Background: an optimization exercise with open tools, aiming at small area and a short achievable clock period. Do not read the settings as production practice.
In this exercise RTL edits were held to simulation tests only and were not proved equivalent to the original.
No activity file was given, so power comes from the tool's default toggle rates.

== run 1 ==
==> flow/design.v (excerpt) <==
module darkriscv
(
    input             CLK,    
    input             RES,    
    input             HLT,    
    input      [31:0] IDATA,  
    output     [31:0] IADDR,  
    input      [31:0] DATAI,  
    output     [31:0] DATAO,  
    output     [31:0] DADDR,  
    output     [ 2:0] DLEN,  
    output            DRW,   
    output            DRD,   
    output            DWR,   
    output            DAS,   
    output [3:0]  DEBUG        
);
Settings: LEC_CHECK=0, CAP_MARGIN=20, CORE_MARGIN=2, CORE_UTILIZATION=30, CTS_CLUSTER_DIAMETER=75, CTS_CLUSTER_SIZE=25, PLACE_DENSITY=0.5, SLEW_MARGIN=20, TNS_END_PERCENT=10; clock period 11.0 ns.
standard.sh (not shown) runs the stock make flow with config.mk's settings and CLKGATE_MAP_FILE= SYNTH_SCRIPT=/design/flow/synth_recipe.tcl, a recipe that flattens the netlist after the stock synthesis.
==> flow/flow/run.sh <==
#!/bin/bash
# Layout flow: the standard flow (standard synthesis and every ORFS step
# unchanged), except:
#  - the input and output port buffers are buf_4 cells instead of ORFS's
#    default choice, a slow delay-cell buffer;
set -euo pipefail
export BUFFER_PORTS_ARGS="-buffer_cell sky130_fd_sc_hd__buf_4"
export MAKEFLAGS="SETUP_SLACK_MARGIN=6"
bash standard.sh > "$PWD/log_standard_flow.log" 2>&1
Run 1 went all the way through synthesis, placement and routing and the layout is clean on timing, DRC and antenna.
Changes in run 2 relative to run 1:
# run 1
export LEC_CHECK = 0
export CAP_MARGIN = 20
export CORE_MARGIN = 2
export CORE_UTILIZATION = 30
export CTS_CLUSTER_DIAMETER = 75
export CTS_CLUSTER_SIZE = 25
export PLACE_DENSITY = 0.5
export SLEW_MARGIN = 20
export TNS_END_PERCENT = 10
create_clock -name core_clock -period 11.0 [get_ports {CLK}]
# run 2
export LEC_CHECK = 0
export CAP_MARGIN = 10
export CORE_MARGIN = 2
export CORE_UTILIZATION = 30
export CTS_CLUSTER_DIAMETER = 75
export CTS_CLUSTER_SIZE = 25
export PLACE_DENSITY = 0.62
export SLEW_MARGIN = 10
export TNS_END_PERCENT = 10
create_clock -name core_clock -period 11.0 [get_ports {CLK}]
==> flow/flow/run.sh <==
#!/bin/bash
# Layout flow: the standard flow (standard synthesis and every ORFS step
# unchanged), except:
#  - the input and output port buffers are buf_2 cells instead of ORFS's
#    default choice, a slow delay-cell buffer;
set -euo pipefail
export BUFFER_PORTS_ARGS="-buffer_cell sky130_fd_sc_hd__buf_2"
export MAKEFLAGS="SETUP_SLACK_MARGIN=6"
bash standard.sh > "$PWD/log_standard_flow.log" 2>&1
Results
Layout checks on run 2: not met. Flow itself completed; violations: max-capacitance violations, max-slew violations. Going from run 1 to run 2, count of nets after finishing grows by 40. Delta(worst setup slack, run 2 - run 1) > 0. On run 2: area overhead of the layout relative to synthesis is 0.77 points lower than what run 1 gave. [run 2] global routing met2 resource utilization fell 3.8 points relative to run 1. Changes observed in run 2 relative to run 1: detailed route wirelength on metal2 dropped 6.6%; critical path's largest stage delay climbed 0.06 ns. Run 2: wire length of the first global-routing pass lower than run 1. Run comparison: run 2 master of the slowest instance on the critical path sky130_fd_sc_hd__or3_4; run 1 master of the slowest instance on the critical path sky130_fd_sc_hd__mux2i_4. Going from run 1 to run 2, maximum clock frequency grows by 3.5 MHz. Taking run 1 as the reference point, the endpoint required time on the critical path of run 2 falls by 0.02 ns.
Relative to run 2, the following input files were edited for run 3:
# run 2
export LEC_CHECK = 0
export CAP_MARGIN = 10
export CORE_MARGIN = 2
export CORE_UTILIZATION = 30
export CTS_CLUSTER_DIAMETER = 75
export CTS_CLUSTER_SIZE = 25
export PLACE_DENSITY = 0.62
export SLEW_MARGIN = 10
export TNS_END_PERCENT = 10
create_clock -name core_clock -period 11.0 [get_ports {CLK}]
# run 3
export LEC_CHECK = 0
export CAP_MARGIN = 10
export CORE_MARGIN = 2
export CORE_UTILIZATION = 30
export CTS_CLUSTER_DIAMETER = 75
export CTS_CLUSTER_SIZE = 25
export PLACE_DENSITY = 0.5
export SLEW_MARGIN = 10
export TNS_END_PERCENT = 0
create_clock -name core_clock -period 11.0 [get_ports {CLK}]
--- outcome ---
On post-layout instance area, run 3 does better than run 2. Compared with run 2, in run 3 delay of the slowest cell on the worst path went up by 0.32 ns; number of nets in the layout went down by 0.75%. In summary, run 3 completed successfully, with a layout that passed the timing, DRC and antenna checks.

* * *

darkriscv again, from the RTL that the note above started with.
## darkriscv
module darkriscv
(
    input             CLK,    
    input             RES,    
    input             HLT,    
    input      [31:0] IDATA,  
    output     [31:0] IADDR,  
    input      [31:0] DATAI,  
    output     [31:0] DATAO,  
    output     [31:0] DADDR,  
    output     [ 2:0] DLEN,  
    output            DRW,   
    output            DRD,   
    output            DWR,   
    output            DAS,   
    output [3:0]  DEBUG        
);
Settings: LEC_CHECK=0, CAP_MARGIN=20, CORE_MARGIN=2, CORE_UTILIZATION=30, CTS_CLUSTER_DIAMETER=60, CTS_CLUSTER_SIZE=20, PLACE_DENSITY=0.5, SLEW_MARGIN=20, TNS_END_PERCENT=10; clock period 11.0 ns.
==> flow/flow/run.sh <==
#!/bin/bash
# Layout flow: the standard flow (standard synthesis and every ORFS step
# unchanged), except:
#  - the input and output port buffers are buf_4 cells instead of ORFS's
#    default choice, a slow delay-cell buffer;
set -euo pipefail
export BUFFER_PORTS_ARGS="-buffer_cell sky130_fd_sc_hd__buf_4"
export MAKEFLAGS="SETUP_SLACK_MARGIN=6"
bash standard.sh > "$PWD/log_standard_flow.log" 2>&1
The first run finished clean.
Next try:
--- a/flow/flow/run.sh
+++ b/flow/flow/run.sh
@@ -4 +4 @@
-#  - the input and output port buffers are buf_4 cells instead of ORFS's
+#  - the input and output port buffers are buf_2 cells instead of ORFS's
@@ -7 +7 @@
-export BUFFER_PORTS_ARGS="-buffer_cell sky130_fd_sc_hd__buf_4"
+export BUFFER_PORTS_ARGS="-buffer_cell sky130_fd_sc_hd__buf_2"
- CAP_MARGIN: 20 -> 15
- CTS_CLUSTER_DIAMETER: 60 -> 75
- CTS_CLUSTER_SIZE: 20 -> 25
- PLACE_DENSITY: 0.5 -> 0.55
- SLEW_MARGIN: 20 -> 10
Outcome:
- The changed run completed with no timing, DRC or antenna violations
- routed wire length falls slightly
- utilization falls by 0.68 points
- sequential power is about the same
- sequential share of layout area rises by 0.92 points

separate check: timing with driven ports:
How much do the figures lean on ideal ports? The routed layouts below were timed once more, with nothing changed but the port constraints. Step 1 assumes that a clkbuf_16 drives the clock port and a buf_2 every other input. Step 2 also shifts input and output timing later by t, the mid clock arrival at the registers, as if the neighbouring blocks saw the same clock. Three values: ideal, step 1, step 2; two values: the first two.
run	t (ns)	setup WS [ns]	worst slew at a driven data input, ns
run 1	0.837	5.374 / 5.299 / 4.600	0.07
run 2	0.816	5.482 / 5.520 / 4.731	0.07
run 3	0.837	5.446 / 5.481 / 4.664	0.05
the first run of note 2	0.858	5.368 / 5.282 / 4.661	0.07
the second run of note 2	0.820	5.381 / 5.437 / 4.627	0.06
For run 3, which loses most, drivers alone change the setup slack by +0.035 ns; drivers and shift together by -0.782 ns.
